This is an optimization exercise on Yosys and OpenROAD, whose aim is a short achievable clock period, not a production implementation.
The RTL was checked by simulation tests, not by an equivalence proof against the original design.
Power and IR drop assume default switching activity.

--- flow/run.sh ---
#!/bin/bash
# Own flow: the standard layout (standard.sh), with
#  - the synthesis script swapped for flow/my_synth.tcl (standard synthesis, but no adder
#    extraction and a delay-oriented ABC mapping script, flow/abc.script);
#  - ports buffered with buf_4 instead of the smallest buffer, and repair allowed to change a
#    cell's footprint when it resizes.
set -euo pipefail
W=$PWD
export FLOW_SYNTH_TCL=$W/synth_recipe.tcl
export ABC_SCRIPT_OVERRIDE=$W/flow/abc.script
sed "s|SYNTH_SCRIPT=[^ ]*|SYNTH_SCRIPT=$W/flow/my_synth.tcl|" standard.sh > my_standard.sh
grep -q "SYNTH_SCRIPT=$W/flow/my_synth.tcl" my_standard.sh
bash my_standard.sh "BUFFER_PORTS_ARGS=-buffer_cell sky130_fd_sc_hd__buf_4" MATCH_CELL_FOOTPRINT=0 finish > $W/make_finish.log 2>&1
--- flow/abc.script ---
strash
dch
map
buffer -c
topo
stime -c
upsize -c
dnsize -c
--- flow/my_synth.tcl ---
# The standard synthesis (synth_recipe.tcl), with two changes to the mapping of the logic
# between the registers: Yosys's adder extraction is skipped, so ABC sees every gate, and the
# final ABC run uses the script in ABC_SCRIPT_OVERRIDE. Registers are mapped as in the
# standard synthesis.
proc extract_fa {args} { puts "extract_fa skipped" }
proc abc {args} {
  set i [lsearch -exact $args -script]
  if { $i >= 0 } { lset args [expr { $i + 1 }] $::env(ABC_SCRIPT_OVERRIDE) }
  yosys abc {*}$args
}
source $::env(FLOW_SYNTH_TCL)
--- standard.sh ---
#!/bin/bash
# synth_recipe.tcl (not shown) runs the flow's synth.tcl, then flattens the netlist and writes it again
# the make line also repeats each setting of config.mk as NAME=value (left out here)
make -C /OpenROAD-flow-scripts/flow DESIGN_CONFIG=/design/flow/config.mk WORK_HOME=/design/flow/orfs CLKGATE_MAP_FILE= SYNTH_SCRIPT=/design/flow/synth_recipe.tcl "${@:-finish}"
--- config.mk ---
export PLATFORM = sky130hd
export DESIGN_NAME = new_component
export DESIGN_NICKNAME = new_component
export VERILOG_FILES = /design/flow/design.v
export SDC_FILE = /design/flow/constraint.sdc
export NUM_CORES = 4
export LEC_CHECK = 0
export CAP_MARGIN = 20
export CORE_MARGIN = 2
export CORE_UTILIZATION = 55
export SETUP_SLACK_MARGIN = 1.5
export SLEW_MARGIN = 20
export TNS_END_PERCENT = 5
--- constraint.sdc ---
create_clock -name core_clock -period 3.2 [get_ports {clk}]
set_input_delay 0.6400 -clock core_clock [delete_from_list [all_inputs] [get_ports {clk}]]
set_output_delay 0.6400 -clock core_clock [all_outputs]
set_load 0.01 [all_outputs]
--- design.v ---
`timescale 1 ps / 1 ps
module new_component (
		input  wire [7:0]  	s0_address,     
		input  wire        	s0_read,        
		output reg  [31:0] 	s0_readdata,    
		input  wire        	s0_write,       
		input  wire [31:0] 	s0_writedata,   
		input  wire        	clk,          	 
		input  wire        	reset,			 
		output wire	[7:0]		led				 
	);
	reg [31:0] count;
	reg [31:0] duty;
	reg [31:0] period;
	reg        wa, wb, wc;	 
	reg        ca, cb, cc;	 
	reg  [7:0] lp;		 
	reg  [7:0] lq;
	reg  [2:0] ones;	 
	reg        pz;		 
	reg        dz;		 
	reg  [2:0] pzb;		 
	reg  [2:0] dzb;		 
	reg [31:0] pm1;		 
	reg [31:0] dm1;		 
	reg        fp;		 
	reg        fd;		 
	reg        na, nb, nc;	 
	wire wrap = wa | (wb & wc);
	wire ceq  = ca | (cb & cc);
	wire nx   = na | (nb & nc);
	wire [31:0] wd  = s0_writedata;
	wire        hi0 = s0_address[7:2] == 6'd0;
	wire        wr0 = s0_write && hi0 && s0_address[1:0] == 2'd0;
	wire        wr1 = s0_write && hi0 && s0_address[1:0] == 2'd1;
	wire        wr2 = s0_write && hi0 && s0_address[1:0] == 2'd2;
	function [3:0] cmp;
		input [15:0] a;
		input [15:0] b;
		reg   [15:0] g;
		reg   [15:0] l;
		reg   [15:0] m;
		reg   [15:0] o;
		integer      w;
		integer      i;
		begin
			g = a & ~b;
			l = ~a & b;
			m = l;
			o = g;
			for (w = 8; w >= 1; w = w / 2)
				for (i = 0; i < w; i = i + 1)
				begin
					m[i] = (~g[2*i+1] & ~l[2*i+1] & m[2*i]) | (m[2*i+1] & o[2*i]);
					o[i] = o[2*i+1] & o[2*i];
					g[i] = g[2*i+1] | (~l[2*i+1] & g[2*i]);
					l[i] = l[2*i+1] | (~g[2*i+1] & l[2*i]);
				end
			cmp = {g[0], l[0], m[0], o[0]};
		end
	endfunction
	wire [3:0] wp_h = cmp(wd[31:16], period[31:16]);
	wire [3:0] wp_l = cmp(wd[15:0],  period[15:0]);
	wire [3:0] wd_h = cmp(wd[31:16], duty[31:16]);
	wire [3:0] wd_l = cmp(wd[15:0],  duty[15:0]);
	wire [3:0] cw_h = cmp(count[31:16], wd[31:16]);
	wire [3:0] cw_l = cmp(count[15:0],  wd[15:0]);
	wire [3:0] c2_h = cmp({1'b0, count[31:17]}, {1'b0, wd[31:17]});
	wire [3:0] c2_l = cmp(count[16:1], wd[16:1]);
	wire       c2_0 = count[0] == wd[0];
	wire wd_zero  = wd == 32'd0;
	wire [2:0] wzb = {wd[23:16] == 8'd0, wd[15:8] == 8'd0, wd[7:0] == 8'd0};
	wire wd_one   = wd == 32'd1;
	wire p1_h = count[31:16] == pm1[31:16];
	wire p1_l = count[15:0]  == pm1[15:0];
	wire d1_h = count[31:16] == dm1[31:16];
	wire d1_l = count[15:0]  == dm1[15:0];
	wire [3:0]  cin = {&ones[2:0], &ones[1:0], ones[0], 1'b1};
	reg  [31:0] inc;
	reg  [3:0]  inc_ones;	 
	integer     k;
	always @*
	begin
		for (k = 0; k < 4; k = k + 1)
		begin
			inc[8*k +: 8] = count[8*k +: 8] + {7'd0, cin[k]};
			inc_ones[k]   = cin[k] ? (count[8*k +: 8] == 8'hfe) : (count[8*k +: 8] == 8'hff);
		end
	end
	wire [7:0] le = ~(lp & lq);	 
	always @(posedge clk)
	begin
		case(s0_address)
			8'h00   : s0_readdata <= period;
			8'h01   : s0_readdata <= duty;
			8'h02   : s0_readdata <= count;
			default : s0_readdata <= 0;
		endcase
	end
	function [31:0] dec;
		input [31:0] x;
		input [2:0]  z;
		reg   [3:0]  bin;
		integer      j;
		begin
			bin = {&z[2:0], &z[1:0], z[0], 1'b1};
			for (j = 0; j < 4; j = j + 1)
				dec[8*j +: 8] = x[8*j +: 8] - {7'd0, bin[j]};
		end
	endfunction
	always @(posedge clk)
	begin
		pm1 <= dec(period, pzb);
		dm1 <= dec(duty, dzb);
		na  <= wrap ? wd_one : (c2_0 & c2_h[1] & c2_l[0]);
		nb  <= ~wrap & c2_0 & ~c2_h[3] & ~c2_h[2];
		nc  <= c2_l[1];
	end
	always @(posedge clk)
	begin
		if(reset)
		begin
			duty   <= 0;
			period <= 0;
			pz     <= 1'b1;
			dz     <= 1'b1;
			pzb    <= 3'b111;
			dzb    <= 3'b111;
			fp     <= 1'b1;
			fd     <= 1'b1;
		end
		else
		begin
			if(wr0)
			begin
				period <= wd;
				pz     <= wd_zero;
				pzb    <= wzb;
			end
			if(wr1)
			begin
				duty   <= wd;
				dz     <= wd_zero;
				dzb    <= wzb;
			end
			fp <= wr0;
			fd <= wr1;
		end
	end
	always @(posedge clk)
	begin
		if(reset)
		begin
			count <= 0;
			ones  <= 3'b000;
			wa    <= 1'b1;
			wb    <= 1'b0;
			wc    <= 1'b0;
			ca    <= 1'b1;
			cb    <= 1'b0;
			cc    <= 1'b0;
			lp    <= 8'h00;
			lq    <= 8'h00;
		end
		else
		begin
			if(wr2)
			begin
				count <= wd;
				ones  <= {wd[23:16] == 8'hff, wd[15:8] == 8'hff, wd[7:0] == 8'hff};
			end
			else if(wrap)
			begin
				count <= 0;
				ones  <= 3'b000;
			end
			else
			begin
				count <= inc;
				ones  <= inc_ones[2:0];
			end
			if(wr2)
			begin
				wa <= wp_h[3];
				wb <= ~wp_h[3] & ~wp_h[2];
				wc <= ~wp_l[2];
			end
			else if(wr0)
			begin
				wa <= wrap ? wd_zero : (cw_h[3] | (cw_h[1] & cw_l[0]));
				wb <= ~wrap & ~cw_h[3] & ~cw_h[2];
				wc <= ~cw_l[2] | cw_l[1];
			end
			else
			begin
				wa <= wrap ? pz : (fp & nx);
				wb <= ~wrap & ~fp & p1_h;
				wc <= p1_l;
			end
			if(wr2)
			begin
				ca <= 1'b0;
				cb <= ~wd_h[3] & ~wd_h[2];
				cc <= ~wd_l[3] & ~wd_l[2];
			end
			else if(wr1)
			begin
				ca <= wrap ? wd_zero : (cw_h[1] & cw_l[0]);
				cb <= ~wrap & ~cw_h[3] & ~cw_h[2];
				cc <= cw_l[1];
			end
			else
			begin
				ca <= wrap ? dz : (fd & nx);
				cb <= ~wrap & ~fd & d1_h;
				cc <= d1_l;
			end
			if(wr2)
			begin
				lp <= {8{~wd_h[2]}};
				lq <= {8{wd_h[3] | wd_l[3]}};
			end
			else if(wr1)
			begin
				lp <= {8{~wrap & ~cw_h[2]}};
				lq <= {8{~wrap & (cw_h[3] | ~cw_l[2])}};
			end
			else
			begin
				lp <= ~({8{wrap}} | (le & {8{~ceq}}));
				lq <= ~({8{wrap}} | (le & {8{~ceq}}));
			end
		end
	end
	assign led = le;
endmodule
==> reports/metrics.cfg, run 1 <==
[status]
outcome=timing/DRC/antenna clean

[sta]
rsz0062_at_grt=yes
period_needed_ps=1890
setup_ws_ps=1310
tightest_slew_ps=724
fin_skew_ps=8.92
setup_tns_ps=0
hold_viol=0
max_freq_mhz=528
period_share_pct=59.2
setup_viol=0
relSlewSlack_pct=51.7
final_max_slew_viol_count=0

[die]
core-area_um2=22600
die-height_um=155
start_util_pct=55.8
die_w_um=155
die-area_um2=24100
num_rows=55
io_pins=84

[setup_path]
worst-path-buf-inv=4
max_stage_delay_ps=300
critPathTopFamily=simple AND/OR/NAND/NOR gates
slowest_stage=or2_4
startpoint_type=input port
rr_endpoint=cb
regToRegSetupSlack_ps=1330
reg2reg_from=count[22]
cp_max_fo=11
r2r_cells=6
cp-end-kind=register
path_cells=buf_6 > or2_0 > or2_4 > inv_4 > nand4_1 > buf_4 > clkbuf_16 > a21oi_1 > o21ai_1 > nand2_1
arrival_ps=2380
critical_path_class=in2reg
cp_data_required_time_ps=3690

[synth]
synthFlopType=dfxtp_1
netlist_top_cells_area=dfxtp_1 (37%), nand2_1 (12%), a21oi_1 (7.7%)
syn_nets=1871
yosysUniqueCellTypes=63
synthCells=1827
synthArstFlopShare_pct=0
yosysSeqAreaShare_pct=36.6
synth_commonest_cells=nand2_1 (394), dfxtp_1 (230), a21oi_1 (194)
yosysWarningCount=1
avgSynthCellArea_um2=6.89
ys_ff_latch=230
yosysTopAreaCellShare_pct=36.6
synthesis.area_um2=12600
synth_top_area_cell=dfxtp_1
synth_edf_count=0
synth.most_common_cell=nand2_1

[final_layout]
multi_input_comb_area_um2=8140
nets=1985
stdcell_count=2242
fill_cells=1869
area_growth_syn_to_layout_pct=28.3
antenna_cells=0
regArea_um2=4710
final_layout_size_suffix_gt1_share_pct=26.2

[worst_hold_path]
min_from=s0_writedata[11]
hold_path_class=in2reg
min_to=count[11]
whs_path_depth=3

[clock_network]
cts-hold-fix-buffers=0
clk_pin_slew_worst_paths_ps=60
clk_latency_ps=540
h-tree-depth=1
numCtsBuffers=26
clockRootBuffer=clkbuf_16
cts_sinks=230
clockBufferDepth=3
cts_tree=built

[drt]
drtAntennaViolNets=0
avgViaCountPerCell=6.23
drcViolationCount=0
routedWlPerCell_um=20.3
totalWireLength_um=45400
drtPass1Iterations=7
vias=14000
drt_iter0_drc=1408

[global_route]
grt-ovfl-total=0
grt_max_degree=59
grt_use_total_pct=35.8
grt_pass1_wl_um=68500
antenna_found_initial=0
grt_pass1_vias=12800

[placed_design]
dp_hpwl_um=30300
place_congestion=0.956
dpl_worst_slack_ps=334
portBuffers=82
dp_cells=2133

[pwr]
ir_drop_mv=0.420
powerDensity_nw_per_um2=390
leakagePower_nw=6.06
total_power_mw=6.30

[job]
maxCapViolations=0

where the power goes:
group	internal (mW)	switching, mW
Combinational	0.151	0.310
Clock	1.75	1.22
Sequential	2.86	0.0117
flip-flops by register name, indices dropped and copies added, names as in the netlist, 3 cells and up:
name         cells
dm1             32
dzb              3
lq               8
s0_readdata     32
pzb              3
ones             3
count           32
period          32
duty            32
lp               8
pm1             32
layer usage:
metal	up-vias	global-route usage, %	wire, µm	share of wire (%)
li1	6553	-	-	-
met1	6555	45.5	17700	39
met2	681	58.9	21200	47
met3	168	5.68	3690	8.1
met4	0	18.5	2800	6.2
met5	-	0	0	0
cell families after synthesis:
group,synth area share [%]
flops,36.6
compound gates,25.9
xor+xnor,4.17
simple gates,25.4
buf+inv,7.92
repair_timing:
item,in CTS,in global routing
endpoints found under the setup margin,116,147
gates cloned,2,1
pin swaps,38,37
gates resized for setup,215,150
buffers inserted,34,28
cell type report:
class	instances	area share (%)
sequential	230	29.1
inverter	158	4.35
clock buffer	39	4.83
timing repair buffer	167	8.73
clock inverter	5	0.310
multi-input combinational	1357	50.4
timing repair inverter	1	0.0465
tap	285	2.21
layout by cell type, fill, tap and decap left out, types with 14 or more instances in the layout:
cell type	n
dfxtp_4	21
inv_1	105
a31oi_1	14
xor2_1	45
clkinvlp_4	15
nor3_1	14
buf_4	146
dfxtp_2	19
xnor2_1	15
a21oi_1	175
o221ai_1	32
nand2_2	22
nand4_1	46
nand2_1	367
nor2_2	19
o21ai_1	29
inv_2	23
nand3_1	70
a21oi_2	16
clkbuf_16	29
dfxtp_1	190
o21ai_0	141
nor2_4	30
nor2_1	111
metrics by stage:
stage | instance area (µm²) | util (%) | hold slack, ps
global placement | 13500 | 59.8 | 427
detailed placement | 13500 | 59.8 | 439
floorplan | 12800 | - | 416
CTS | 15300 | 67.9 | 390
global route | 16200 | 71.6 | 414
finish | 16200 | 71.6 | 409
worst max path at each step:
stage	from	cells after the start	to
floorplan	s0_writedata[14]	10	lq[0]
global placement	s0_address[3]	9	count[7]
detailed placement	s0_address[3]	9	count[7]
CTS	wc	7	wb
global route	count[22]	6	cb
finish	s0_address[2]	10	wa
worst reg2reg max path, delay by kind of cell (launching register included):
kind,cells,cell delay (ps)
AOI/OAI and AO/OA,3,880
xor gates and xnor gates,1,180
DFF,1,380
and+or+nand+nor,2,340
==> inputs of run 2 (changes only) <==
==> flow/abc.script (replaced) <==
strash
&get -n
&st
&syn2
&if -g -K 6
&synch2
&put
dch
map
buffer -c
topo
stime -c
upsize -c
dnsize -c
--- a/config.mk
+++ b/config.mk
@@ -7,7 +7,7 @@
 export LEC_CHECK = 0
 export CAP_MARGIN = 20
 export CORE_MARGIN = 2
-export CORE_UTILIZATION = 55
-export SETUP_SLACK_MARGIN = 1.5
+export CORE_UTILIZATION = 40
+export SETUP_SLACK_MARGIN = 1.6
 export SLEW_MARGIN = 20
-export TNS_END_PERCENT = 5
+export TNS_END_PERCENT = 10
==> run 2 against run 1 <==
Combinational power grew 8.9%. Largest power group unchanged. Via count shrank 5.1%. Global-route usage shrank 9.8 points.
==> reports/metrics.cfg, run 2 <==
[clock_network]
clk_pin_slew_worst_paths_ps=60
numCtsBuffers=28
cts-hold-fix-buffers=0
cts_sinks=230
h-tree-depth=1
cts_tree=built
clockBufferDepth=3
clk_latency_ps=550
clockRootBuffer=clkbuf_16

[synth]
synthSimpleGateAreaFrac_pct=23.8
synthesis.area_um2=12500
yosysUniqueCellTypes=63
synth-adder-area-share_pct=0
synth_xor_area_share_pct=6.32
synth_top_family_by_area=compound AO/OA/AOI/OAI gates
ys_ff_latch=230
yosysWarningCount=1
synth.most_common_cell=nand2_1
avgSynthCellArea_um2=6.99
netlist_top_cells_area=dfxtp_1 (37%), nand2_1 (10%), a21oi_1 (8.0%)
yosysSeqAreaShare_pct=36.9
synth_commonest_cells=nand2_1 (336), dfxtp_1 (230), a21oi_1 (198)
synthArstFlopShare_pct=0
yosysTopAreaCellShare_pct=36.9
synthFlopType=dfxtp_1
synth_edf_count=0
synth_mux_area_share_pct=0
synth-compound-area-share_pct=24.3
synthCells=1782
syn_nets=1826
synth_top_area_cell=dfxtp_1

[die]
core-area_um2=30700
num_rows=64
start_util_pct=40.6
die-height_um=181
die_w_um=181
io_pins=84
die-area_um2=32600

[setup_path]
critical_path_class=reg2reg
cp_max_fo=8
cp_data_required_time_ps=3630
rr_endpoint=lq[1]
crit_path_start=duty[13]
cp-end-kind=register
crit_end=lq[1]
arrival_ps=2380
r2r_cells=9
regToRegSetupSlack_ps=1250
reg2reg_from=duty[13]
startpoint_type=register

[final_layout]
final_layout_size_suffix_gt1_share_pct=26.8
fin_util_pct=52.9
final_common_cell=nand2_1
final_cell_area_um2=16200
final_cell_mix=nand2_1 (300), dfxtp_1 (181), a21oi_1 (179)
area_growth_syn_to_layout_pct=30.1
antenna_cells=0
nets=1976

[drt]
totalWireLength_um=44500
drtPass1Iterations=6
avgViaCountPerCell=5.64
drtAntennaViolNets=0
vias=13200
routedWlPerCell_um=19.0
drcViolationCount=0
drt_iter0_drc=1162

[placed_design]
place_congestion=0.969
dp_hpwl_um=30900
portBuffers=82
placed_cell_area_um2=13400

[global_route]
grt_use_total_pct=26.0
grt_max_degree=63
grt-ovfl-total=0
antenna_found_initial=0
grt_pass1_vias=12400
grt_pass1_wl_um=67900

[sta]
setup_tns_ps=0
final_max_slew_viol_count=0
tightest_slew_ps=729
period_needed_ps=1950
hold_viol=0
fin_skew_ps=12.5
rsz0062_at_grt=yes
period_share_pct=61.0
setup_viol=0
max_freq_mhz=512
relSlewSlack_pct=51.4

[pwr]
powerDensity_nw_per_um2=402
leakagePower_nw=6.21
ir_drop_mv=0.373

[worst_hold_path]
hold_path_class=in2reg
min_from=s0_writedata[3]

[job]
maxCapViolations=0

[status]
outcome=timing/DRC/antenna clean

run 2: changes by cell type after synthesis, sizes merged, moves of 10 or more:
cell    delta
a22oi     -11
xor2      +18
a32oi     +10
nand4     -11
inv       +22
o221ai    -25
nand2     -59
xnor2     +12
a31oi     -13
run 2: final cells by class:
type,instances,area [µm²]
tap,396,495
multi-input combinational,1294,7690
fill,2943,14500
clock inverter,7,91.3
sequential,230,4740
clock buffer,42,815
timing repair buffer,196,1610
inverter,180,752
timing repair inverter,2,17.5
run 2: metal layers:
layer	global-route usage, %	vias up	share of wire, %
met5	0	-	0
met4	10.1	0	4.1
met3	2.99	112	6.0
met2	44.1	477	47
met1	33.7	6259	42
li1	-	6393	-
run 2: worst min-delay path by stage:
stage | endpoint | slack (ps) | cells past startpoint
finish | count[3] | 390 | 3
global route | count[3] | 400 | 3
CTS | count[3] | 370 | 3
detailed placement | dzb[2] | 440 | 2
global placement | dzb[2] | 430 | 2
floorplan | pm1[0] | 410 | 1
run 2: kinds of logic after synthesis:
logic type,count (synthesis)
simple gates,676
compound gates,527
buf+inv,259
flops,230
xor+xnor,90
run 2: where the power goes:
part,total [mW],internal (mW),switching [mW]
sequential,2.86,2.86,0.00935
clock,3.15,1.90,1.25
combinational,0.502,0.169,0.333
run 2: worst max-delay path: stages, from the launching register on:
cell      delay [ps]
dfxtp_4          380
inv_4             50
o211ai_1         160
nand3_1          180
a31oi_4          240
a31oi_4          160
o211ai_1         190
nand4_1          220
nand2_4          200
a21oi_2           40
run 2: what timing repair did:
action | 4_1_cts | 5_1_grt
gates resized for setup | 216 | 153
setup buffers | 61 | 25
pin swaps | 47 | 41
endpoints found under the setup margin | 157 | 186
gates cloned | 2 | 1
run 2: through the flow:
stage	hold slack (ps)	instances	setup WS [ps]	power (mW)
global placement	432	2209	492	3.36
global route	399	2347	1240	6.73
CTS	369	2321	1300	6.56
detailed placement	444	2209	488	3.36
floorplan	412	1782	1170	3.19
finish	394	2347	1250	6.52
==> inputs of run 3 (changes only) <==
==> flow/abc.script (replaced) <==
strash
&get -n
&st
&syn2
&if -g -K 6
&synch2
&put
dch
map -r
buffer -c
topo
stime -c
upsize -c
dnsize -c
==> run 3 against run 2 <==
Still clean. First-iteration DRC count increased by 89%. Synthesized area is 51% higher. Core utilization shrank 5.0 points. Cell count grew 43%. Clock skew increased by 5.1 ps. Combinational power grew 74%. Critical endpoint is now wa. Largest cell class unchanged.
==> reports/metrics.cfg, run 3 <==
[status]
outcome=timing/DRC/antenna clean

[sta]
period_share_pct=60.0
period_needed_ps=1920
fin_skew_ps=17.6
max_freq_mhz=521
rsz0062_at_grt=yes
setup_tns_ps=0
relSlewSlack_pct=37.0
final_max_slew_viol_count=0
setup_ws_ps=1280
hold-worst-slack_ps=397
setup_viol=0
hold_viol=0
tightest_slew_ps=933

[die]
die-height_um=221
io_pins=84
die_w_um=221
die-area_um2=48700
num_rows=79
core-area_um2=46500
start_util_pct=40.4

[synth]
avgSynthCellArea_um2=6.89
synthArstFlopShare_pct=0
synth_edf_count=0
synth_top_area_cell=dfxtp_1
yosysWarningCount=1
yosysSeqAreaShare_pct=24.5
synthesis.area_um2=18800
synthCells=2724
synth_commonest_cells=nand2_1 (379), dfxtp_1 (230), nand2b_1 (215)
netlist_top_cells_area=dfxtp_1 (25%), nand2_1 (7.6%), nand2b_1 (7.2%)
ys_ff_latch=230
yosysTopAreaCellShare_pct=24.5
yosysUniqueCellTypes=65
synthFlopType=dfxtp_1
syn_nets=2768
synth.most_common_cell=nand2_1

[drt]
totalWireLength_um=75300
avgViaCountPerCell=6.32
drtPass1Iterations=6
drt_iter0_drc=2201
drtAntennaViolNets=0
vias=21200
routedWlPerCell_um=22.4
drcViolationCount=0

[clock_network]
cts_tree=built
clockBufferDepth=3
clockRootBuffer=clkbuf_16
numCtsBuffers=29
cts_sinks=230
h-tree-depth=1
cts-hold-fix-buffers=0
clk_pin_slew_worst_paths_ps=60
clk_latency_ps=580

[worst_hold_path]
min_from=s0_writedata[1]
whs_path_depth=3
hold_path_class=in2reg
min_to=count[1]

[pwr]
leakagePower_nw=8.44
powerDensity_nw_per_um2=331
total_power_mw=7.36
ir_drop_mv=0.403

[final_layout]
fill_cells=4725
area_growth_syn_to_layout_pct=18.5
final_common_cell=nand2_1
final_cell_mix=nand2_1 (374), nand4_1 (202), buf_4 (202)
nets=2772
final_layout_size_suffix_gt1_share_pct=18.5
antenna_cells=0

[setup_path]
cp-end-kind=register
reg2reg_from=count[22]
rr_endpoint=wa
cp_max_fo=12
startpoint_type=register
regToRegSetupSlack_ps=1280
arrival_ps=2430
critical_path_class=reg2reg
cp_data_required_time_ps=3710
r2r_cells=9

[global_route]
grt_max_degree=89
grt_pass1_vias=19500
grt_use_total_pct=30.2
grt_pass1_wl_um=116000
grt-ovfl-total=0
antenna_found_initial=1

[placed_design]
dpl_worst_slack_ps=573
portBuffers=82
place_congestion=0.937
dp_hpwl_um=52800

[job]
maxCapViolations=0

run 3: cell count changes in the layout (fill, tap and decap cells not counted), moves of 59 or more:
cell,delta
nor2b_1,+81
o2bb2ai_1,+91
a21oi_1,-71
o31a_1,+66
nand2_1,+74
o21ai_0,-131
nand2b_1,+199
xor2_1,-63
nand4_1,+168
o41ai_1,+63
nand3b_1,+59
run 3: timing repair:
item / in CTS / in global routing
cloned: 0 / 0
hold endpoints to repair: 0 / 0
pin swaps: 34 / 18
resized for setup: 171 / 49
buffers inserted: 59 / 19
setup endpoints to repair: 137 / 154
run 3: layer usage:
layer  track usage [%]  wire length [µm]  vias to the layer above
met5                 0                13                        -
met4              13.6              3570                        2
met3              3.96              5820                      206
met2              49.4             34900                     1003
met1              39.7             31000                    10100
li1                  -                 -                     9885
run 3: critical path, cell delays in order (launching register included):
cell and delay [ps]:
dfxtp_4 420, buf_4 180, nand2_1 60, o31ai_1 280, nand4_1 190, a21oi_2 210, o21bai_1 100, a21oi_2 210
o21bai_1 80, a21oi_1 110
run 3: cells by family (layout without fill, tap and decap cells):
kind of cell	count (synthesis)	count (layout)	share of synthesized area [%]
AOI/OAI and AO/OA	735	735	29.2
xor gates and xnor gates	8	8	0.373
buffers and inverters	419	445	9.23
DFF	230	230	24.5
and+or+nand+nor	1332	1332	36.7
run 3: cell type report:
type | count | area [µm²] | share of cell area [%]
timing repair buffer | 222 | 1830 | 8.22
multi-input combinational | 2075 | 13200 | 59.2
clock buffer | 35 | 808 | 3.64
tap | 607 | 759 | 3.42
inverter | 170 | 701 | 3.15
sequential | 230 | 4740 | 21.3
clock inverter | 18 | 241 | 1.09
run 3: power by group:
part           switching, mW  internal [mW]
sequential            0.0137           2.86
clock                   1.42           2.20
combinational          0.594          0.277
total                   2.02           5.34
run 3: worst max-delay path by stage:
| stage | cells after the start | endpoint | startpoint | slack [ps] |
|---|---|---|---|---|
| after floorplan | 9 | wc | s0_writedata[13] | 1360 |
| after global placement | 7 | lp[6] | s0_writedata[22] | 570 |
| after detailed placement | 8 | lp[6] | s0_writedata[17] | 570 |
| after CTS | 9 | lq[6] | count[23] | 1350 |
| after global routing | 9 | lq[6] | count[23] | 1230 |
| final | 9 | wa | count[22] | 1280 |
run 3: stage by stage:
step / instances / instance area [µm²] / util (%)
after global routing: 3357 / 22200 / 47.9
after CTS: 3338 / 21900 / 47.2
final: 3357 / 22200 / 47.9
after detailed placement: 3226 / 19900 / 42.7
after global placement: 3226 / 19900 / 42.7
after floorplan: 2724 / 19100 / -
==> inputs of run 4 (changes only) <==
==> flow/abc.script (replaced) <==
strash
dch
map -r
buffer -c
topo
stime -c
upsize -c
dnsize -c
==> run 4 against run 3 <==
Die area decreased by 0.19%. Sequential share of layout area increased by 0.28 points. Combinational power decreased by 11%. Highest routed layer unchanged. Hold slack improved by 44 ps. Worst setup slack got worse by 21 ps. First-iteration DRC count increased by 11%. Core utilization decreased by 0.56 points. Register-to-register slack got worse by 20 ps. Synthesized area decreased by 0.19%. Sequential power about the same. Power decreased by 3.6%. Non-clock buffer count decreased by 31.
==> reports/metrics.cfg, run 4 <==
[status]
outcome=timing/DRC/antenna clean

[die]
num_rows=79
core-area_um2=46400
die-area_um2=48600
die-height_um=220
die_w_um=220
io_pins=84
start_util_pct=40.4

[setup_path]
cp_data_required_time_ps=3700
cp-end-kind=register
startpoint_type=register
r2r_cells=8
arrival_ps=2450
critical_path_class=reg2reg
cp_max_fo=11

[drt]
drtAntennaViolNets=0
drtPass1Iterations=6
routedWlPerCell_um=22.5
drt_iter0_drc=2434
drcViolationCount=0
totalWireLength_um=75200
avgViaCountPerCell=6.38
vias=21400

[placed_design]
dpl_worst_slack_ps=554
place_congestion=0.943
placed_cell_area_um2=19700
dp_hpwl_um=51500
dp_cells=3245
portBuffers=82

[pwr]
seqPwrFrac_pct=40.4
leakagePower_nw=7.98
p_sw_mw=1.90
p_int_mw=5.19
powerDensity_nw_per_um2=324
ir_drop_mv=0.353
p_comb_share_pct=11.0
p_clk_share_pct=48.7
total_power_mw=7.10
swShare_pct=26.8

[synth]
synthFlopType=dfxtp_1
synthesis.area_um2=18700
synth.most_common_cell=nand4_1
yosysUniqueCellTypes=62
synth_top_area_cell=dfxtp_1
netlist_top_cells_area=dfxtp_1 (25%), nand4_1 (12%), nand2b_1 (8.7%)
yosysTopAreaCellShare_pct=24.6
synth_commonest_cells=nand4_1 (371), nand2_1 (284), nand2b_1 (261)
syn_nets=2787
yosysWarningCount=1
avgSynthCellArea_um2=6.83
ys_ff_latch=230
synthCells=2743
yosysSeqAreaShare_pct=24.6
synth_edf_count=0
synthArstFlopShare_pct=0

[final_layout]
final_cell_area_um2=21900
area_growth_syn_to_layout_pct=17.1
regArea_um2=4730
fill_cells=4711
final_cell_mix=nand4_1 (371), nand2_1 (279), nand2b_1 (239)
nets=2765
multi_input_comb_area_um2=13200
final_layout_size_suffix_gt1_share_pct=17.1
final_common_cell=nand4_1
stdcell_count=3349
fin_util_pct=47.3

[clock_network]
clockBufferDepth=3
clk_latency_ps=580
clockRootBuffer=clkbuf_16
cts_sinks=230
clk_pin_slew_worst_paths_ps=60
h-tree-depth=1
numCtsBuffers=28
cts_tree=built

[global_route]
grt_pass1_wl_um=113000
grt_pass1_vias=19700
antenna_found_initial=1
grt-ovfl-total=0
grt_max_degree=129
grt_use_total_pct=29.6

[sta]
fin_skew_ps=34.0
tightest_slew_ps=833
rsz0062_at_grt=yes
hold-worst-slack_ps=441
setup_tns_ps=0
setup_viol=0
period_needed_ps=1940
period_share_pct=60.7
max_freq_mhz=515
final_max_slew_viol_count=0
relSlewSlack_pct=44.5
hold_viol=0
setup_ws_ps=1260

[worst_hold_path]
whs_path_depth=3
hold_path_class=in2reg

[job]
maxCapViolations=0

-- run 4: cell count changes after synthesis, sizes merged, moves of 38 or more --
cell,previous run,this run
a21oi,145,233
a22oi,69,31
nand2,379,285
nand2b,215,266
nand4,204,371
nor2,178,140
o21ai,30,110
o21bai,59,102
o31a,66,0
o41ai,63,0
-- run 4: timing repair --
item	in CTS	in global routing
endpoints found under the hold margin	0	0
pin swaps	22	24
endpoints found under the setup margin	204	206
cloned	2	1
buffers inserted	24	26
gates resized for setup	145	113
hold buffers	0	0
-- run 4: cells by family (layout without fill, tap and decap cells) --
group / count (synthesis) / in the layout / share of synthesized area [%]
simple gates: 1408 / 1409 / 41.4
compound gates: 707 / 708 / 25.2
buf+inv: 395 / 391 / 8.66
flops: 230 / 230 / 24.6
xor+xnor: 3 / 3 / 0.140
other cells: 0 / 1 / 0
-- run 4: worst paths after layout --
kind | start | end | slack (ps)
setup / recovery | count[28] | lq[5] | 1260
hold / removal | s0_write | period[3] | 440
setup reg to reg | count[28] | lq[5] | 1260
hold reg to reg | pz | pz | 480
-- run 4: final cells by class --
type                    count  share of cell area [%]
diodes                      1                  0.0114
well taps                 607                    3.46
multi-input cells        2120                    60.4
repair buffers            191                    7.31
flip-flops and latches    230                    21.6
clock inverters            12                   0.782
inverters                 150                    2.64
clock buffers              38                    3.78
-- run 4: critical path, cell delays in order, from the launching register on --
cell and delay (ps):
dfxtp_4 430, and2b_1 240, a21oi_2 200, o22ai_2 130, a21oi_2 170, a21oi_2 110
a21oi_4 300, o22ai_1 110, a21oi_1 170
-- run 4: power by group through the flow --
stage	registers, mW	logic (mW)	clock network [mW]
5_1_grt	2.86	0.822	3.62
4_1_cts	2.87	0.728	3.50
3_3_place_gp	2.95	0.695	0
2_1_floorplan	2.94	0.474	0
6_report	2.86	0.778	3.45
3_5_place_dp	2.95	0.706	0
-- run 4: layer usage --
metal	vias up	share of wire [%]	global-route usage, %
met5	-	0.017	0
met4	2	4.1	12.3
met3	171	8.0	3.86
met2	1070	46	48.8
met1	10200	41	39.0
li1	9923	-	-
==> inputs of run 5 (changes only) <==
==> flow/abc.script (replaced) <==
strash
dch
map
buffer -c
topo
stime -c
upsize -c
dnsize -c
--- a/config.mk
+++ b/config.mk
@@ -8,6 +8,7 @@
 export CAP_MARGIN = 20
 export CORE_MARGIN = 2
 export CORE_UTILIZATION = 40
+export PLACE_DENSITY = 0.85
 export SETUP_SLACK_MARGIN = 1.6
 export SLEW_MARGIN = 20
 export TNS_END_PERCENT = 10
==> run 5 against run 4 <==
Power is 8.9% lower. Cell count is 30% lower. Largest cell class unchanged. Synthesized cell count is 33% lower. Largest power group unchanged. Clock power is 9.0% lower. Still clean. Critical path depth is 1 higher.
==> reports/metrics.cfg, run 5 <==
[final_layout]
final_layout_size_suffix_gt1_share_pct=26.0
fin_util_pct=52.7
area_growth_syn_to_layout_pct=29.1
nets=1991
final_cell_area_um2=16300
final_common_cell=nand2_1
antenna_cells=0
final_cell_mix=nand2_1 (365), dfxtp_1 (192), a21oi_1 (172)

[synth]
synthCells=1827
netlist_top_cells_area=dfxtp_1 (37%), nand2_1 (12%), a21oi_1 (7.7%)
yosysSeqAreaShare_pct=36.6
yosysTopAreaCellShare_pct=36.6
synth.most_common_cell=nand2_1
synth_commonest_cells=nand2_1 (394), dfxtp_1 (230), a21oi_1 (194)
ys_ff_latch=230
yosysWarningCount=1
synth_top_area_cell=dfxtp_1
syn_nets=1871
synth_edf_count=0
synthFlopType=dfxtp_1
synthesis.area_um2=12600
yosysUniqueCellTypes=63
avgSynthCellArea_um2=6.89
synthArstFlopShare_pct=0

[drt]
vias=14400
routedWlPerCell_um=19.6
drcViolationCount=0
totalWireLength_um=46200
avgViaCountPerCell=6.12
drtPass1Iterations=8
drtAntennaViolNets=0
drt_iter0_drc=1768

[die]
die-area_um2=32900
start_util_pct=40.8
io_pins=84
num_rows=64
die-height_um=181
die_w_um=181
core-area_um2=30800

[global_route]
grt_use_total_pct=26.3
antenna_found_initial=0
grt_max_degree=74
grt-ovfl-total=0
grt_pass1_vias=13300
grt_pass1_wl_um=70100

[setup_path]
arrival_ps=2350
startpoint_type=register
slowest_stage=dfxtp_4
path_cells=nor2b_2 > o21ai_4 > o21ai_2 > a21oi_2 > a21oi_4 > a21oi_4 > buf_12 > o22ai_1 > a21oi_1
crit_top_cell=a21oi_4
max_stage_delay_ps=360
cp_data_required_time_ps=3610
critPathTopFamily=compound AO/OA/AOI/OAI gates
cp-end-kind=register
cp_max_fo=8
critical_path_class=reg2reg
worst-path-buf-inv=1

[sta]
setup_viol=0
hold-worst-slack_ps=408
period_needed_ps=1940
setup_tns_ps=0
hold_viol=0
max_freq_mhz=515
tightest_slew_ps=791
fin_skew_ps=23.5
rsz0062_at_grt=yes
relSlewSlack_pct=47.3
period_share_pct=60.7
final_max_slew_viol_count=0

[clock_network]
numCtsBuffers=27
clk_latency_ps=560
cts_sinks=230
clockRootBuffer=clkbuf_16
cts_tree=built
clk_pin_slew_worst_paths_ps=70
clockBufferDepth=3
h-tree-depth=1
cts-hold-fix-buffers=0

[pwr]
powerDensity_nw_per_um2=397
leakagePower_nw=6.09
ir_drop_mv=0.393

[job]
maxCapViolations=0

[status]
outcome=timing/DRC/antenna clean

[placed_design]
dp_hpwl_um=30100
place_congestion=1.00
portBuffers=82
placed_cell_area_um2=13600

[worst_hold_path]
hold_path_class=in2reg

## run 5: cell count changes after synthesis, sizes merged, moves of 33 or more
cell / change
buf: -50
o21ai: +78
nor2b: -112
o21bai: -97
o2bb2ai: -78
a41oi: -35
a21oi: -33
clkbuf: -113
nand4: -325
nand2: +111
xor2: +45
nand3b: -58
nand2b: -262
## run 5: cell families (layout without fill, tap and decap cells)
kind of cell / Yosys count / in the layout / share of synthesized area, %
AOI/OAI and AO/OA: 556 / 556 / 25.9
and+or+nand+nor: 741 / 743 / 25.4
DFF: 230 / 230 / 36.6
buffers and inverters: 240 / 375 / 7.92
xor gates and xnor gates: 60 / 60 / 4.17
## run 5: worst reg2reg max path: cells and delay by family, from the launching register on
kind	cells	cell delay, ps
buffers and inverters	1	150
AOI/OAI and AO/OA	7	1030
and+or+nand+nor	1	250
DFF	1	360
## run 5: worst paths after layout
path,startpoint,slack [ps],cells past startpoint,endpoint
min,s0_writedata[18],410,3,count[18]
max reg2reg,count[31],1260,9,lq[2]
min reg2reg,period[22],450,2,pm1[22]
max,count[31],1260,9,lq[2]
## run 5: stage by stage
step,worst slack (ps),power (mW),instances
finish,1260,6.46,2360
global route,1210,6.64,2360
CTS,1390,6.42,2331
detailed placement,171,3.32,2241
global placement,266,3.31,2241
floorplan,1180,3.21,1827
## run 5: area by class of cell
class                   count  area [µm²]
flip-flops and latches    230        4710
fillers                  2758       14600
clock buffers              34         742
well taps                 396         495
inverters                 158         696
repair buffers            170        1360
repair inverters            1        7.51
clock inverters            12         145
multi-input cells        1359        8100
## run 5: what timing repair did
item / CTS / global route
hold endpoints to repair: 0 / 0
pin swaps: 32 / 41
cloned: 3 / 0
endpoints found under the setup margin: 161 / 197
setup buffers: 41 / 29
gates resized for setup: 176 / 164
## run 5: metal layers
layer,wire [µm],track usage (%),vias up
met5,0,0,-
met4,2770,13.5,0
met3,4770,4.75,224
met2,21500,43.8,921
met1,17100,32.5,6722
li1,-,-,6573
## run 5: power by group
| part | internal [mW] | total [mW] | switching [mW] |
|---|---|---|---|
| registers | 2.86 | 2.87 | 0.0116 |
| logic | 0.147 | 0.454 | 0.307 |
| clock network | 1.87 | 3.14 | 1.27 |
| total | 4.87 | 6.46 | 1.59 |
==> inputs of run 6 (changes only) <==
--- a/config.mk
+++ b/config.mk
@@ -8,7 +8,6 @@
 export CAP_MARGIN = 20
 export CORE_MARGIN = 2
 export CORE_UTILIZATION = 40
-export PLACE_DENSITY = 0.85
-export SETUP_SLACK_MARGIN = 1.6
+export SETUP_SLACK_MARGIN = 1.9
 export SLEW_MARGIN = 20
-export TNS_END_PERCENT = 10
+export TNS_END_PERCENT = 20
==> run 6 against run 5 <==
Worst setup slack gained 16 ps. Critical path depth is 2 higher. Via count is 3.3% lower. Maximum frequency is 0.85% higher. Largest cell class unchanged. Highest routed layer unchanged.
==> reports/metrics.cfg, run 6 <==
[setup_path]
cp-end-kind=register
path_depth=11
crit_path_start=count[26]
worst-path-buf-inv=2
max_stage_delay_ps=380
regToRegSetupSlack_ps=1280
cp_max_fo=4
crit_top_cell=nor2_2
crit_end=ca
r2r_cells=11
slowest_stage=dfxtp_4
path_cells=clkinvlp_4 > buf_6 > nor2_4 > nand2_2 > nor2_2 > o211ai_1 > a21oi_2 > o21ai_2 > a21oi_4 > nor2_2 > o21ai_1
reg2reg_from=count[26]
startpoint_type=register
cp_data_required_time_ps=3690
rr_endpoint=ca
arrival_ps=2410
critical_path_class=reg2reg
critPathTopFamily=compound AO/OA/AOI/OAI gates

[synth]
synth_top_area_cell=dfxtp_1
synth_commonest_cells=nand2_1 (394), dfxtp_1 (230), a21oi_1 (194)
synth-compound-area-share_pct=25.9
synth_mux_area_share_pct=0
synthFlopType=dfxtp_1
ys_ff_latch=230
yosysTopAreaCellShare_pct=36.6
synth-adder-area-share_pct=0
synth.most_common_cell=nand2_1
synthesis.area_um2=12600
yosysWarningCount=1
synthSimpleGateAreaFrac_pct=25.4
synth_xor_area_share_pct=4.17
yosysSeqAreaShare_pct=36.6
synth_edf_count=0
netlist_top_cells_area=dfxtp_1 (37%), nand2_1 (12%), a21oi_1 (7.7%)
syn_nets=1871
synthCells=1827
avgSynthCellArea_um2=6.89
synth_top_family_by_area=compound AO/OA/AOI/OAI gates
synthArstFlopShare_pct=0
yosysUniqueCellTypes=63

[pwr]
p_sw_mw=1.69
swShare_pct=24.7
powerDensity_nw_per_um2=389
p_comb_share_pct=7.2
p_clk_share_pct=50.9
p_int_mw=5.15
total_power_mw=6.84
seqPwrFrac_pct=41.9
ir_drop_mv=0.360
leakagePower_nw=6.57

[global_route]
grt_max_degree=59
grt_pass1_vias=13200
grt_pass1_wl_um=71900
grt-ovfl-total=0
grt_use_total_pct=27.3
antenna_found_initial=0

[die]
die-area_um2=32900
io_pins=84
start_util_pct=40.8
die-height_um=181
die_w_um=181
core-area_um2=30800
num_rows=64

[sta]
setup_viol=0
period_share_pct=60.1
relSlewSlack_pct=48.8
tightest_slew_ps=769
period_needed_ps=1920
rsz0062_at_grt=yes
final_max_slew_viol_count=0
fin_skew_ps=17.5
setup_tns_ps=0
hold_viol=0
max_freq_mhz=520

[clock_network]
numCtsBuffers=28
h-tree-depth=1
clockBufferDepth=3
clockRootBuffer=clkbuf_16
clk_pin_slew_worst_paths_ps=60
cts-hold-fix-buffers=0
cts_sinks=230
clk_latency_ps=560
cts_tree=built

[final_layout]
stdcell_count=2417
final_cell_mix=nand2_1 (345), buf_4 (185), dfxtp_1 (181)
nets=2043
antenna_cells=0
final_cell_area_um2=17600
area_growth_syn_to_layout_pct=39.7
final_common_cell=nand2_1
fin_util_pct=57.0
final_layout_size_suffix_gt1_share_pct=33.8

[job]
maxCapViolations=0

[placed_design]
dp_hpwl_um=31800
place_congestion=0.946
portBuffers=82
placed_cell_area_um2=13700
dp_cells=2242

[status]
outcome=timing/DRC/antenna clean

[drt]
drt_iter0_drc=1026
drtPass1Iterations=6
drcViolationCount=0
totalWireLength_um=47200
drtAntennaViolNets=0
avgViaCountPerCell=5.77
vias=14000
routedWlPerCell_um=19.5

[worst_hold_path]
hold_path_class=in2reg

run 6: cell counts after synthesis:
No cell type changed its count.
run 6: worst min-delay path by stage:
stage                     startpoint         to  slack [ps]  depth (start not counted)
floorplan                  period[0]     pm1[0]         420                          1
global placement           period[2]     pm1[2]         430                          2
detailed placement         period[2]     pm1[2]         430                          2
CTS                  s0_writedata[5]   count[5]         370                          3
global route        s0_writedata[13]  count[13]         340                          3
finish              s0_writedata[13]  count[13]         350                          3
run 6: timing repair:
item | in CTS | in global routing
gates resized for setup | 332 | 217
setup endpoints to repair | 229 | 236
pin swaps | 69 | 100
gates cloned | 1 | 0
buffers inserted | 66 | 56
run 6: power groups by stage:
| stage | clock [mW] | combinational [mW] | sequential (mW) |
|---|---|---|---|
| 2_1_floorplan | 0 | 0.261 | 2.95 |
| 3_3_place_gp | 0 | 0.376 | 2.95 |
| 3_5_place_dp | 0 | 0.379 | 2.95 |
| 4_1_cts | 3.52 | 0.434 | 2.87 |
| 5_1_grt | 3.65 | 0.533 | 2.86 |
| 6_report | 3.48 | 0.494 | 2.86 |
run 6: logic make-up (layout without fill, tap and decap cells):
logic type,after synthesis,after routing
XOR/XNOR,60,60
flip-flops,230,230
AO/OA/AOI/OAI,556,556
buffers and inverters,240,434
AND/OR/NAND/NOR,741,741
run 6: cell type report:
| class | instances | area [µm²] |
|---|---|---|
| fill | 2819 | 13200 |
| clock buffer | 34 | 774 |
| timing repair inverter | 1 | 7.51 |
| tap | 396 | 495 |
| timing repair buffer | 223 | 1890 |
| inverter | 158 | 769 |
| sequential | 230 | 4750 |
| multi-input combinational | 1357 | 8680 |
| clock inverter | 18 | 233 |
run 6: metal layers:
metal	wire (µm)	GRT usage [%]	up-vias
li1	-	-	6675
met1	19700	34.1	6655
met2	22700	47.5	507
met3	2620	3.91	121
met4	2240	10.3	0
met5	0	0	-
run 6: metrics by stage:
stage / hold WS (ps) / worst slack, ps
6_report: 352 / 1280
5_1_grt: 338 / 1230
4_1_cts: 375 / 1340
3_5_place_dp: 431 / 445
3_3_place_gp: 427 / 470
2_1_floorplan: 416 / 1190
run 6: tightest hold or removal path, stage by stage:
cell and delay, ps:
buf_6 120, nand2_2 60, a21oi_1 50
==> inputs of run 7 (changes only) <==
--- a/config.mk
+++ b/config.mk
@@ -8,6 +8,6 @@
 export CAP_MARGIN = 20
 export CORE_MARGIN = 2
 export CORE_UTILIZATION = 40
-export SETUP_SLACK_MARGIN = 1.9
+export SETUP_SLACK_MARGIN = 1.3
 export SLEW_MARGIN = 20
-export TNS_END_PERCENT = 20
+export TNS_END_PERCENT = 10
==> run 7 against run 6 <==
Still clean on timing, DRC and antenna. Core utilization is 7.1 points lower. Combinational power is 16% lower. Die area stayed put. Count of clock-buffer cells in the layout is 1 lower. Sequential cell count stayed put. Worst setup slack worse by 77 ps. Critical path depth is 4 lower. Global-route usage is 0.99 points lower. Hold slack better by 45 ps.
==> reports/metrics.cfg, run 7 <==
[placed_design]
portBuffers=82
placed_cell_area_um2=13700
dpl_worst_slack_ps=414
dp_hpwl_um=31800
dp_cells=2243
place_congestion=0.921

[setup_path]
critPathTopFamily=simple AND/OR/NAND/NOR gates
slowest_stage=dfxtp_2
max_stage_delay_ps=390
crit_top_cell=or2_1
startpoint_type=register
cp_data_required_time_ps=3630
path_cells=nand3_2 > nor2_4 > nand4_1 > or2_2 > or2_1 > or2_1 > xor2_1
cp-end-kind=register
worst-path-buf-inv=0
cp_max_fo=4
critical_path_class=reg2reg
arrival_ps=2430

[final_layout]
stdcell_count=2315
final_common_cell=nand2_1
final_layout_size_suffix_gt1_share_pct=19.9
final_cell_mix=nand2_1 (378), dfxtp_1 (200), a21oi_1 (184)
nets=1944
area_growth_syn_to_layout_pct=22.3
final_cell_area_um2=15400
fill_cells=3020

[die]
die-height_um=181
io_pins=84
start_util_pct=40.8
core-area_um2=30800
die-area_um2=32900
num_rows=64
die_w_um=181

[synth]
syn_nets=1871
synthFlopType=dfxtp_1
yosysTopAreaCellShare_pct=36.6
netlist_top_cells_area=dfxtp_1 (37%), nand2_1 (12%), a21oi_1 (7.7%)
synth_edf_count=0
avgSynthCellArea_um2=6.89
synth_top_area_cell=dfxtp_1
synthArstFlopShare_pct=0
synth_commonest_cells=nand2_1 (394), dfxtp_1 (230), a21oi_1 (194)
yosysUniqueCellTypes=63
ys_ff_latch=230
synthCells=1827
yosysWarningCount=1
synth.most_common_cell=nand2_1
synthesis.area_um2=12600
yosysSeqAreaShare_pct=36.6

[sta]
final_max_slew_viol_count=0
rsz0062_at_grt=yes
setup_tns_ps=0
hold_viol=0
relSlewSlack_pct=32.0
setup_viol=0
max_freq_mhz=500
tightest_slew_ps=1020
period_needed_ps=2000
fin_skew_ps=10.7
setup_ws_ps=1200
period_share_pct=62.5

[clock_network]
clk_pin_slew_worst_paths_ps=60
clockBufferDepth=3
cts_tree=built
clk_latency_ps=550
cts-hold-fix-buffers=0
cts_sinks=230
clockRootBuffer=clkbuf_16
numCtsBuffers=27
h-tree-depth=1

[drt]
totalWireLength_um=44400
drt_iter0_drc=971
avgViaCountPerCell=5.76
vias=13300
routedWlPerCell_um=19.2
drtPass1Iterations=5
drcViolationCount=0
drtAntennaViolNets=0

[pwr]
ir_drop_mv=0.416
powerDensity_nw_per_um2=438
seqPwrFrac_pct=42.6
swShare_pct=23.5
p_comb_share_pct=6.2
p_clk_share_pct=51.2
p_int_mw=5.16
leakagePower_nw=5.83
p_sw_mw=1.58
total_power_mw=6.75

[global_route]
grt_max_degree=59
grt_pass1_vias=12700
grt-ovfl-total=0
antenna_found_initial=0
grt_use_total_pct=26.3
grt_pass1_wl_um=69000

[worst_hold_path]
hold_path_class=in2reg

[status]
outcome=timing/DRC/antenna clean

[job]
maxCapViolations=0

-- run 7: path summary, 6_finish.rpt --
kind	startpoint	end	slack, ps	cells past startpoint
hold reg to reg	duty[10]	dm1[10]	450	2
hold / removal	s0_writedata[13]	count[13]	400	3
setup / recovery	pzb[1]	pm1[31]	1200	7
setup reg to reg	pzb[1]	pm1[31]	1200	7
-- run 7: repair_timing --
| action | in CTS | in global routing |
|---|---|---|
| pin swaps | 4 | 19 |
| setup endpoints to repair | 82 | 63 |
| gates cloned | 1 | 0 |
| gates resized for setup | 59 | 123 |
| buffers inserted | 10 | 13 |
-- run 7: cell families after synthesis --
kind of cell	after synthesis	share of synthesized area [%]
AOI/OAI and AO/OA	556	25.9
buffers and inverters	240	7.92
and+or+nand+nor	741	25.4
xor gates and xnor gates	60	4.17
DFF	230	36.6
-- run 7: stage by stage --
stage | utilization (%) | hold slack, ps
5_1_grt | 49.9 | 400
3_5_place_dp | 44.3 | 434
6_report | 49.9 | 397
2_1_floorplan | - | 416
4_1_cts | 48.2 | 386
3_3_place_gp | 44.3 | 428
-- run 7: power groups by stage --
stage	registers (mW)	logic (mW)	clock network, mW
CTS	2.89	0.385	3.50
floorplan	2.95	0.258	0
global route	2.88	0.456	3.61
finish	2.88	0.416	3.45
global placement	2.95	0.375	0
detailed placement	2.95	0.378	0
-- run 7: layer usage --
metal	vias to the layer above	share of wire [%]	wire length [µm]	track usage [%]
met1	6327	42	18900	33.0
met5	-	0	0	0
li1	6459	-	-	-
met3	104	5.6	2470	3.17
met4	0	4.4	1970	11.3
met2	445	48	21100	45.4
-- run 7: worst min-delay path: stages --
cell     delay [ps]
buf_4           140
nand2_1          70
a21oi_1          50
-- run 7: layout make-up --
class	count	area [µm²]	share of cell area, %
repair inverters	1	7.51	0.0488
inverters	158	664	4.31
flip-flops and latches	230	4680	30.4
repair buffers	125	967	6.28
clock buffers	33	728	4.73
diodes	1	2.50	0.0163
multi-input cells	1357	7610	49.4
clock inverters	14	245	1.59
well taps	396	495	3.22
==> inputs of run 8 (changes only) <==
--- a/config.mk
+++ b/config.mk
@@ -8,6 +8,6 @@
 export CAP_MARGIN = 20
 export CORE_MARGIN = 2
 export CORE_UTILIZATION = 40
-export SETUP_SLACK_MARGIN = 1.3
+export SETUP_SLACK_MARGIN = 1.6
 export SLEW_MARGIN = 20
-export TNS_END_PERCENT = 10
+export TNS_END_PERCENT = 0
==> run 8 against run 7 <==
Still clean on timing, DRC and antenna. Sequential power about the same. Wire length decreased by 1.4%. Cell count increased by 0.86%. First-iteration DRC count increased by 12%. Sequential cell count unchanged. Clock skew grew 3.0 ps. Synthesized area did not move. Core utilization up 1.6 points. Via count grew 0.37%. Critical path type unchanged. Largest cell class unchanged. Highest routed layer unchanged.
==> reports/metrics.cfg, run 8 <==
[status]
outcome=timing/DRC/antenna clean

[drt]
vias=13400
routedWlPerCell_um=18.8
drcViolationCount=0
totalWireLength_um=43800
drtPass1Iterations=5
avgViaCountPerCell=5.73
drtAntennaViolNets=0
drt_iter0_drc=1084

[synth]
synthArstFlopShare_pct=0
ys_ff_latch=230
yosysWarningCount=1
synth_commonest_cells=nand2_1 (394), dfxtp_1 (230), a21oi_1 (194)
synthesis.area_um2=12600
yosysUniqueCellTypes=63
synth.most_common_cell=nand2_1
synth_edf_count=0
synth_top_area_cell=dfxtp_1
yosysTopAreaCellShare_pct=36.6
avgSynthCellArea_um2=6.89
syn_nets=1871
netlist_top_cells_area=dfxtp_1 (37%), nand2_1 (12%), a21oi_1 (7.7%)
synthFlopType=dfxtp_1
synthCells=1827
yosysSeqAreaShare_pct=36.6

[setup_path]
arrival_ps=2310
cp-end-kind=register
crit_top_cell=a21oi_1
path_cells=inv_4 > nand2_2 > a21oi_2 > o21ai_0 > a21oi_1 > nand2_1 > and3_4 > o21ai_1 > a21oi_1
cp_max_fo=8
startpoint_type=register
max_stage_delay_ps=390
critical_path_class=reg2reg
slowest_stage=dfxtp_4
cp_data_required_time_ps=3590

[final_layout]
antenna_cells=0
final_cell_mix=nand2_1 (375), dfxtp_1 (192), a21oi_1 (171)
nets=1963
final_common_cell=nand2_1
fill_cells=2966
area_growth_syn_to_layout_pct=26.3
stdcell_count=2335
final_layout_size_suffix_gt1_share_pct=23.5

[clock_network]
numCtsBuffers=27
clockRootBuffer=clkbuf_16
clk_pin_slew_worst_paths_ps=70
clockBufferDepth=3
clk_latency_ps=540
cts_tree=built
h-tree-depth=1
cts_sinks=230

[die]
die_w_um=181
die-height_um=181
core-area_um2=30800
start_util_pct=40.8
die-area_um2=32900
io_pins=84
num_rows=64

[sta]
setup_viol=0
setup_tns_ps=0
hold_viol=0
fin_skew_ps=13.6
max_freq_mhz=520
period_share_pct=60.1
final_max_slew_viol_count=0
rsz0062_at_grt=yes
relSlewSlack_pct=46.9
tightest_slew_ps=789
period_needed_ps=1920

[pwr]
leakagePower_nw=6.04
ir_drop_mv=0.423
powerDensity_nw_per_um2=438

[job]
maxCapViolations=0

[global_route]
grt-ovfl-total=0
antenna_found_initial=0
grt_pass1_vias=12500
grt_pass1_wl_um=68000
grt_use_total_pct=25.7
grt_max_degree=59

[placed_design]
place_congestion=0.950
dp_cells=2242
portBuffers=82
dp_hpwl_um=31000

[worst_hold_path]
hold_path_class=in2reg

[run 8: repair_timing]
action / in CTS / in global routing
pin swaps: 15 / 42
hold buffers: 0 / 0
hold endpoints to repair: 0 / 0
resized for setup: 110 / 198
buffers inserted: 17 / 26
setup endpoints to repair: 182 / 189
gates cloned: 0 / 1
[run 8: area by class of cell]
class | instances | area [µm²] | share of cell area [%]
repair inverters | 1 | 5.00 | 0.0315
flip-flops and latches | 230 | 4690 | 29.5
inverters | 158 | 662 | 4.16
multi-input cells | 1357 | 7850 | 49.4
clock inverters | 18 | 329 | 2.07
repair buffers | 144 | 1130 | 7.10
clock buffers | 31 | 731 | 4.60
well taps | 396 | 495 | 3.12
[run 8: cells by family after synthesis]
| logic type | count (synthesis) | synth area share [%] |
|---|---|---|
| AO/OA/AOI/OAI | 556 | 25.9 |
| XOR/XNOR | 60 | 4.17 |
| buffers and inverters | 240 | 7.92 |
| flip-flops | 230 | 36.6 |
| AND/OR/NAND/NOR | 741 | 25.4 |
[run 8: path summary, 6_finish.rpt]
path | start | endpoint | slack (ps) | depth (start not counted)
worst max register to register | count[27] | lp[1] | 1280 | 9
worst max-delay path | count[27] | lp[1] | 1280 | 9
worst min-delay path | s0_writedata[13] | count[13] | 410 | 3
worst min register to register | duty[10] | dm1[10] | 450 | 2
[run 8: power by group]
group	total [mW]	leakage, nW	internal, mW	switching [mW]
logic	0.421	3.65	0.135	0.286
clock network	3.67	0.509	2.36	1.31
registers	2.88	1.88	2.86	0.0112
[run 8: critical path, delay by kind of cell (launching register included)]
kind,cells,cell delay [ps]
buf+inv,1,100
compound gates,5,800
flops,1,390
simple gates,3,480
[run 8: metal layers]
layer / wire length [µm] / up-vias / track usage [%]
met5: 0 / - / 0
li1: - / 6513 / -
met1: 18700 / 6298 / 33.3
met2: 20600 / 470 / 44.0
met4: 1900 / 0 / 9.40
met3: 2650 / 103 / 2.99
[run 8: metrics by stage]
| step | area (µm²) | setup WS [ps] | utilization [%] | total power [mW] | hold slack (ps) |
|---|---|---|---|---|---|
| detailed placement | 13500 | 475 | 43.7 | 3.31 | 431 |
| floorplan | 12600 | 1180 | - | 3.19 | 416 |
| global placement | 13500 | 498 | 43.7 | 3.31 | 429 |
| global route | 15900 | 1230 | 51.6 | 7.18 | 413 |
| finish | 15900 | 1280 | 51.6 | 6.96 | 408 |
| CTS | 15000 | 1320 | 48.6 | 6.98 | 388 |
==> inputs of run 9 (changes only) <==
--- a/config.mk
+++ b/config.mk
@@ -10,4 +10,4 @@
 export CORE_UTILIZATION = 40
 export SETUP_SLACK_MARGIN = 1.6
 export SLEW_MARGIN = 20
-export TNS_END_PERCENT = 0
+export TNS_END_PERCENT = 10
==> run 9 against run 8 <==
Power fell by 5.0%. Clock skew grew 5.0 ps. Register-to-register slack improved by 60 ps. Synthesized area unchanged. Cell count up 1.8%. Sequential cell count unchanged. Global-route usage grew 1.1 points. Hold slack worse by 52 ps.
==> reports/metrics.cfg, run 9 <==
[synth]
yosysTopAreaCellShare_pct=36.6
synth_commonest_cells=nand2_1 (394), dfxtp_1 (230), a21oi_1 (194)
syn_nets=1871
synthCells=1827
synthArstFlopShare_pct=0
ys_ff_latch=230
yosysWarningCount=1
synth.most_common_cell=nand2_1
synth_edf_count=0
synthFlopType=dfxtp_1
synthesis.area_um2=12600
yosysSeqAreaShare_pct=36.6
yosysUniqueCellTypes=63
avgSynthCellArea_um2=6.89
netlist_top_cells_area=dfxtp_1 (37%), nand2_1 (12%), a21oi_1 (7.7%)
synth_top_area_cell=dfxtp_1

[drt]
avgViaCountPerCell=5.76
vias=13700
drt_iter0_drc=847
routedWlPerCell_um=19.1
drtPass1Iterations=5
drtAntennaViolNets=0
totalWireLength_um=45500
drcViolationCount=0

[final_layout]
nets=2004
fill_cells=2968
final_cell_mix=nand2_1 (360), dfxtp_1 (188), a21oi_1 (169)
final_layout_size_suffix_gt1_share_pct=28.4
stdcell_count=2376
area_growth_syn_to_layout_pct=32.5
final_common_cell=nand2_1
antenna_cells=0
final_cell_area_um2=16700
fin_util_pct=54.1

[clock_network]
cts_tree=built
numCtsBuffers=28
cts_sinks=230
clockBufferDepth=3
cts-hold-fix-buffers=0
clk_pin_slew_worst_paths_ps=60
clk_latency_ps=570
clockRootBuffer=clkbuf_16
h-tree-depth=1

[setup_path]
slowest_stage=dfxtp_4
max_stage_delay_ps=380
regToRegSetupSlack_ps=1340
path_depth=9
crit_path_start=count[31]
path_cells=inv_8 > nor2_2 > a21oi_2 > nand4_1 > nor4_2 > nand4_1 > a21oi_2 > nand2_1 > a21oi_1
cp_max_fo=7
startpoint_type=register
rr_endpoint=wb
r2r_cells=9
crit_end=wb
cp-end-kind=register
reg2reg_from=count[31]
arrival_ps=2340
worst-path-buf-inv=1
critPathTopFamily=simple AND/OR/NAND/NOR gates
critical_path_class=reg2reg
cp_data_required_time_ps=3680

[sta]
fin_skew_ps=18.7
rsz0062_at_grt=yes
hold_viol=0
max_freq_mhz=537
relSlewSlack_pct=51.0
final_max_slew_viol_count=0
tightest_slew_ps=736
setup_tns_ps=0
hold-worst-slack_ps=356
period_needed_ps=1860
period_share_pct=58.2
setup_ws_ps=1340
setup_viol=0

[die]
die-area_um2=32900
die-height_um=181
die_w_um=181
num_rows=64
start_util_pct=40.8
core-area_um2=30800
io_pins=84

[placed_design]
placed_cell_area_um2=13700
dpl_worst_slack_ps=420
portBuffers=82
dp_cells=2244
dp_hpwl_um=32200
place_congestion=0.934

[global_route]
grt_pass1_vias=13000
antenna_found_initial=0
grt-ovfl-total=0
grt_max_degree=59
grt_use_total_pct=26.8
grt_pass1_wl_um=70400

[pwr]
seqPwrFrac_pct=43.3
p_sw_mw=1.64
swShare_pct=24.7
powerDensity_nw_per_um2=397
leakagePower_nw=6.27
p_int_mw=4.98
p_comb_share_pct=7.2
ir_drop_mv=0.366
total_power_mw=6.62
p_clk_share_pct=49.5

[status]
outcome=timing/DRC/antenna clean

[job]
maxCapViolations=0

[worst_hold_path]
hold_path_class=in2reg

## run 9: power groups by stage
stage               registers, mW  logic [mW]  clock network, mW
global route                 2.87       0.515               3.45
finish                       2.87       0.475               3.28
CTS                          2.87       0.429               3.33
floorplan                    2.95       0.259                  0
detailed placement           2.95       0.379                  0
global placement             2.95       0.376                  0
## run 9: kinds of logic after synthesis
logic type      synth area share (%)
simple gates                    25.4
flops                           36.6
compound gates                  25.9
xor+xnor                        4.17
buf+inv                         7.92
## run 9: worst min path at each step
stage	from	end	slack, ps	cells past startpoint
floorplan	period[0]	pm1[0]	420	1
global placement	duty[10]	dm1[10]	430	2
detailed placement	period[2]	pm1[2]	430	2
CTS	s0_writedata[10]	count[10]	370	3
global route	s0_writedata[10]	count[10]	370	3
finish	s0_writedata[10]	count[10]	360	3
## run 9: cell type report
class                           count  area [µm²]  area share (%)
Multi-Input combinational cell   1357        8260            49.5
Sequential cell                   230        4730            28.4
Timing Repair Buffer              184        1530            9.19
Clock buffer                       39         833            4.99
Inverter                          158         716            4.29
Tap cell                          396         495            2.97
Clock inverter                     11         111           0.667
Timing Repair inverter              1        5.00          0.0300
## run 9: worst register-to-register path, delay by kind of cell (launching register included)
kind / cells / cell delay (ps)
compound gates: 3 / 430
buf+inv: 1 / 80
flops: 1 / 380
simple gates: 5 / 900
## run 9: routing by layer
metal / track usage [%] / vias to the layer above / share of wire (%) / wire, µm
li1: - / 6610 / - / -
met2: 46.9 / 471 / 48 / 22000
met5: 0 / - / 0 / 0
met4: 11.2 / 0 / 4.4 / 2020
met3: 3.35 / 113 / 5.8 / 2650
met1: 33.3 / 6494 / 41 / 18800
## run 9: timing repair
item                                    4_1_cts  5_1_grt
endpoints found under the hold margin         0        0
resized for setup                           289      111
pin swaps                                    40       51
endpoints found under the setup margin      194      179
setup buffers                                50       31
gates cloned                                  1        0

[separate check: timing with driven ports]
Ports are ideal in the flow. The routed layouts listed here were re-timed in OpenROAD.
Step 1 sets driving cells, clkbuf_16 on the clock port and buf_2 on the other inputs (assumed; they add their load-dependent delay and slew).
Step 2, shift: input delay + t, output delay - t, t = (earliest + latest rising clock arrival at the registers) / 2. This alone moves slack from input paths to output paths.
Slacks: ideal ports / drivers / drivers and shift; pairs: ideal ports / drivers.
run	t (ns)	slack for setup (ns)	slew at the worst register clock pin (ns)
run 1	0.589	1.307 / 1.327 / 0.739	0.06 / 0.06
run 2	0.593	1.247 / 1.247 / 0.782	0.06 / 0.06
run 3	0.631	1.280 / 1.280 / 0.690	0.07 / 0.07
run 4	0.619	1.259 / 1.259 / 0.689	0.07 / 0.07
run 5	0.591	1.259 / 1.259 / 0.715	0.07 / 0.07
run 6	0.603	1.276 / 1.276 / 0.755	0.07 / 0.07
run 7	0.593	1.198 / 1.198 / 0.725	0.06 / 0.06
run 8	0.587	1.277 / 1.277 / 0.755	0.07 / 0.07
run 9	0.611	1.339 / 1.339 / 0.787	0.07 / 0.07
After both steps every run listed still meets setup and hold. The setup slack of run 3, which loses most, moves by 0.000 ns with the drivers and by -0.590 ns with both steps.
